Context: an optimization exercise on an open-source flow, tuned for small area. The choices shown serve that exercise and are no tape-out recipe. Function was checked by simulation only, so behaviour that the tests miss may differ from the original. Power and IR drop assume default switching activity.

==> flow/design.v <==
`timescale 1ns / 1ps
module controller (
    input  wire        clk,
    input  wire        rst_n,
    input  wire [6:0]  addr,
    input  wire        ce_n,
    input  wire        we_n,
    input  wire [15:0] bank_active_status,
    output wire [6:0]  cap_addr,      
    output wire [6:0]  req_addr,      
    output wire        seek,          
    output wire        show,          
    output wire        wload,         
    output wire [15:0] request_wakeup,
    output wire [15:0] access_done
);
    localparam IDLE = 4'd0, WAIT = 4'd1, PRE1 = 4'd2, PRE2 = 4'd3, DEC = 4'd4,
               ACC1 = 4'd5, ACC2 = 4'd6, ACC3 = 4'd7, FIN = 4'd8;
    reg [3:0] st;
    reg [6:0] ca;
    reg       cwe_n;
    wire [15:0] bdec = 16'd1 << ca[6:3];
    always @(posedge clk or negedge rst_n) begin
        if (!rst_n)
            st <= IDLE;
        else case (st)
            IDLE:    st <= ce_n ? IDLE : WAIT;
            WAIT:    st <= bank_active_status[ca[6:3]] ? PRE1 : WAIT;
            FIN:     st <= IDLE;
            default: st <= (st > FIN) ? IDLE : st + 4'd1;
        endcase
    end
    always @(posedge clk) begin
        if (st == IDLE && !ce_n) begin
            ca    <= addr;
            cwe_n <= we_n;
        end
    end
    assign cap_addr       = ca;
    assign req_addr       = (st == IDLE) ? addr : ca;
    assign seek           = ((st == IDLE) && !ce_n) || ((st >= WAIT) && (st <= DEC));
    assign show           = (st >= ACC1) && (st <= ACC3) && cwe_n;
    assign wload          = (st == ACC3) && !cwe_n;
    assign request_wakeup = (st == WAIT) ? bdec : 16'd0;
    assign access_done    = (st == FIN)  ? bdec : 16'd0;
endmodule
`timescale 1ns / 1ps
module power_management_unit (
    input  wire        clk,
    input  wire        rst_n,
    input  wire [15:0] request_wakeup,
    input  wire [15:0] access_done,
    output wire [15:0] bank_active_status
);
    localparam [9:0] TERM   = 10'h13f;
    localparam [9:0] K_WAKE = 10'h136;   
    localparam [9:0] K_IDLE = 10'h334;   
    localparam [9:0] K_DEEP = 10'h335;   
    reg         wk;
    wire [15:0] ld_wake;
    always @(posedge clk or negedge rst_n) begin
        if (!rst_n)
            wk <= 1'b0;
        else
            wk <= (|ld_wake) | (wk & (|request_wakeup));
    end
    genvar i;
    generate
        for (i = 0; i < 16; i = i + 1) begin : bank_fsm
            reg       act, m;
            reg [9:0] cnt;
            wire req  = request_wakeup[i];
            wire done = access_done[i];
            wire term = (cnt == TERM);
            assign ld_wake[i] = !act && !m && req;
            wire ld_deep = act && !req && m && term;
            wire ld_idle = act && !req && !(m && term) && done;
            always @(posedge clk or negedge rst_n) begin
                if (!rst_n) begin
                    act <= 1'b0;
                    m   <= 1'b0;
                end else if (act) begin
                    if (req)
                        m <= 1'b0;
                    else if (m && term)
                        act <= 1'b0;
                    else if (done)
                        m <= 1'b1;
                end else if (m) begin
                    if (term) begin
                        act <= req && wk;
                        m   <= 1'b0;
                    end
                end else if (req)
                    m <= 1'b1;
            end
            always @(posedge clk) begin
                if (ld_wake[i])
                    cnt <= K_WAKE;
                else if (ld_deep)
                    cnt <= K_DEEP;
                else if (ld_idle)
                    cnt <= K_IDLE;
                else
                    cnt <= {cnt[8:0], cnt[9] ^ cnt[6]};
            end
            assign bank_active_status[i] = act;
        end
    endgenerate
endmodule
`timescale 1ns / 1ps
module memory_bank_2 (
    input  wire        clk,
    input  wire        rst_n,
    input  wire [6:0]  raddr,
    input  wire        seek,
    input  wire        show,
    input  wire [6:0]  waddr,
    input  wire [31:0] din,
    input  wire        wload,
    output wire [31:0] dout
);
    reg  [6:0]  phase;
    reg  [31:0] wbuf;
    reg  [6:0]  wa;
    reg         pend;
    reg  [31:0] rreg;
    reg  [3:0]  clrcnt;
    wire [31:0] d [0:127];
    always @(posedge clk)
        phase <= phase + 7'd1;
    wire clr = !(&clrcnt);
    always @(posedge clk or negedge rst_n) begin
        if (!rst_n)
            clrcnt <= 4'd0;
        else if (clr)
            clrcnt <= clrcnt + 4'd1;
    end
    wire [6:0]  wpos  = wa + phase;
    wire        wfire = pend && (wpos[2:0] == 3'd7);
    always @(posedge clk) begin
        if (wload || clr)
            wbuf <= din & {32{!clr}};
        if (wload)
            wa   <= waddr;
    end
    always @(posedge clk or negedge rst_n) begin
        if (!rst_n)
            pend <= 1'b0;
        else
            pend <= wload | (pend & !wfire);
    end
    genvar p;
    generate
        for (p = 0; p < 128; p = p + 1) begin : slot
            reg [31:0] q;
            if (p % 8 == 0) begin : wtap
                wire wen = clr || (wfire && (wpos[6:3] == ((p / 8 + 15) % 16)));
                always @(posedge clk)
                    q <= wen ? ((p / 8) % 2 ? ~wbuf : wbuf) : ~d[(p + 127) % 128];
            end else begin : plain
                always @(posedge clk)
                    q <= d[p - 1];
            end
            assign d[p] = q;
        end
    endgenerate
    wire [6:0] rpos = raddr + phase;
    wire       fwd  = pend && (wa == raddr);
    reg [31:0] tap_d;
    reg        rhit;
    integer k;
    always @* begin
        tap_d = 32'd0;
        rhit  = 1'b0;
        for (k = 0; k < 26; k = k + 1) begin
            tap_d = tap_d | ((((5 * k) / 8) % 2 ? ~d[5 * k] : d[5 * k]) & {32{rpos == 5 * k}});
            rhit  = rhit | (rpos == 5 * k);
        end
    end
    always @(posedge clk) begin
        if (seek && (fwd || rhit))
            rreg <= fwd ? wbuf : tap_d;
    end
    assign dout = rreg & {32{show}};
endmodule
`timescale 1ns / 1ps
module sram_top #(
    parameter ROW_BITS = 1,
    parameter COL_BITS = 2,
    parameter ADDR_W   = 4 + ROW_BITS + COL_BITS
) (
    input  logic        clk,
    input  logic        rst_n,
    input  logic [ADDR_W-1:0] addr,
    input  logic [31:0] din,
    input  logic        ce_n,
    input  logic        we_n,
    output logic [31:0] dout
);
    wire [6:0]  cap_addr, req_addr;
    wire        seek, show, wload;
    wire [15:0] request_wakeup;
    wire [15:0] access_done;
    wire [15:0] bank_active_status;
    controller u_controller (
        .clk(clk),
        .rst_n(rst_n),
        .addr(addr),
        .ce_n(ce_n),
        .we_n(we_n),
        .bank_active_status(bank_active_status),
        .cap_addr(cap_addr),
        .req_addr(req_addr),
        .seek(seek),
        .show(show),
        .wload(wload),
        .request_wakeup(request_wakeup),
        .access_done(access_done)
    );
    power_management_unit u_pmu (
        .clk(clk),
        .rst_n(rst_n),
        .request_wakeup(request_wakeup),
        .access_done(access_done),
        .bank_active_status(bank_active_status)
    );
    memory_bank_2 u_mem (
        .clk(clk),
        .rst_n(rst_n),
        .raddr(req_addr),
        .seek(seek),
        .show(show),
        .waddr(cap_addr),
        .din(din),
        .wload(wload),
        .dout(dout)
    );
endmodule
==> flow/config.mk <==
export PLATFORM = sky130hd
export DESIGN_NAME = sram_top
export DESIGN_NICKNAME = sram_top
export VERILOG_FILES = /design/flow/design.v
export SDC_FILE = /design/flow/constraint.sdc
export NUM_CORES = 4
export LEC_CHECK = 0
export CAP_MARGIN = 20
export CORE_MARGIN = 2
export CORE_UTILIZATION = 65
export PLACE_DENSITY = 0.75
export SETUP_SLACK_MARGIN = 0.3
export SLEW_MARGIN = 20
==> flow/constraint.sdc <==
create_clock -name core_clock -period 10.0 [get_ports {clk}]
set_input_delay 2.0000 -clock core_clock [delete_from_list [all_inputs] [get_ports {clk}]]
set_output_delay 2.0000 -clock core_clock [all_outputs]
set_load 0.01 [all_outputs]
standard.sh (not shown) runs the stock make flow with config.mk's settings and CLKGATE_MAP_FILE= SYNTH_SCRIPT=/design/flow/synth_recipe.tcl, a recipe that flattens the netlist after the stock synthesis.
==> flow/flow/run.sh <==
#!/bin/bash
# Layout flow: the standard flow, with the combinational logic mapped by an
# area-oriented ABC script (flow/area.abc) instead of ORFS's speed script.
# Registers, their names and cell types are those of the standard synthesis.
# Clock tree synthesis runs with the arguments in flow/cts_args.txt (no dummy
# load cells). Ports are buffered with sky130_fd_sc_hd__buf_1.
set -euo pipefail
cd "$(dirname "$0")/.."
W=$PWD
sed 's|log_cmd abc {\*}\$abc_args|log_cmd abc {*}[lreplace $abc_args 1 1 '"$W"'/flow/area.abc]|' \
    "$FLOW_HOME/scripts/synth.tcl" > "$W/flow_synth.tcl"
grep -q "flow/area.abc" "$W/flow_synth.tcl"
sed "s|source \$::env(SCRIPTS_DIR)/synth.tcl|source $W/flow_synth.tcl|" \
    "$W/synth_recipe.tcl" > "$W/flow_synth_recipe.tcl"
grep -q "flow_synth.tcl" "$W/flow_synth_recipe.tcl"
bash "$W/standard.sh" SYNTH_SCRIPT="$W/flow_synth_recipe.tcl" CTS_ARGS="$(cat "$W/flow/cts_args.txt")" \
    BUFFER_PORTS_ARGS="-buffer_cell sky130_fd_sc_hd__buf_1" finish > "$W/flow_standard.log" 2>&1
==> flow/flow/area.abc <==
strash
dc2
dch -f
amap -m
topo
==> flow/flow/cts_args.txt <==
-sink_clustering_enable -repair_clock_nets -dont_use_dummy_load -buf_list sky130_fd_sc_hd__clkbuf_4 -sink_clustering_size 11 -sink_clustering_max_diameter 40
Change:
==> flow/flow/cts_args.txt (replaced) <==
-sink_clustering_enable -repair_clock_nets -dont_use_dummy_load -buf_list sky130_fd_sc_hd__clkbuf_4 -sink_clustering_size 10 -sink_clustering_max_diameter 40
CORE_UTILIZATION = 45   (was 65)
PLACE_DENSITY = 0.6   (was 0.75)
After rerunning: The new run finished clean; clock power climbs by about 9%; hold slack improves by 0.021 ns; routed wire length climbs by about 8%; total power climbs by about 2.4%; final area climbs by about 1.7%; sequential power hardly moves; sequential share of layout area drops by 1.4 points; synthesized area is unchanged; combinational power hardly moves; die area climbs by 44%; utilization drops by 21 points.

## what the ideal ports hide
The flow's constraints put no driver on any port. The routed layouts listed below were extracted and timed again, unchanged, in two steps.
Step 1 (the two cells are an assumption about what drives the block):
set clk [get_ports {clk}]
set_driving_cell -lib_cell sky130_fd_sc_hd__clkbuf_16 $clk
set_driving_cell -lib_cell sky130_fd_sc_hd__buf_2 [delete_from_list [all_inputs] $clk]
Step 2 also shifts input and output timing later by t, the mid clock arrival at the registers, as if the neighbouring blocks saw the same clock.
Slacks: ideal / step 1 / step 2; pairs: ideal / step 1.
run	t, ns	setup WS [ns]	worst slew at a driven data input, ns
the first run	1.463	3.201 / 3.201 / 2.485	0.05
the second run	1.421	3.004 / 3.004 / 2.427	0.07
After both steps setup and hold are still met in every run listed. For the first run, which loses most, drivers alone change the setup slack by 0.000 ns; drivers and shift together by -0.716 ns.
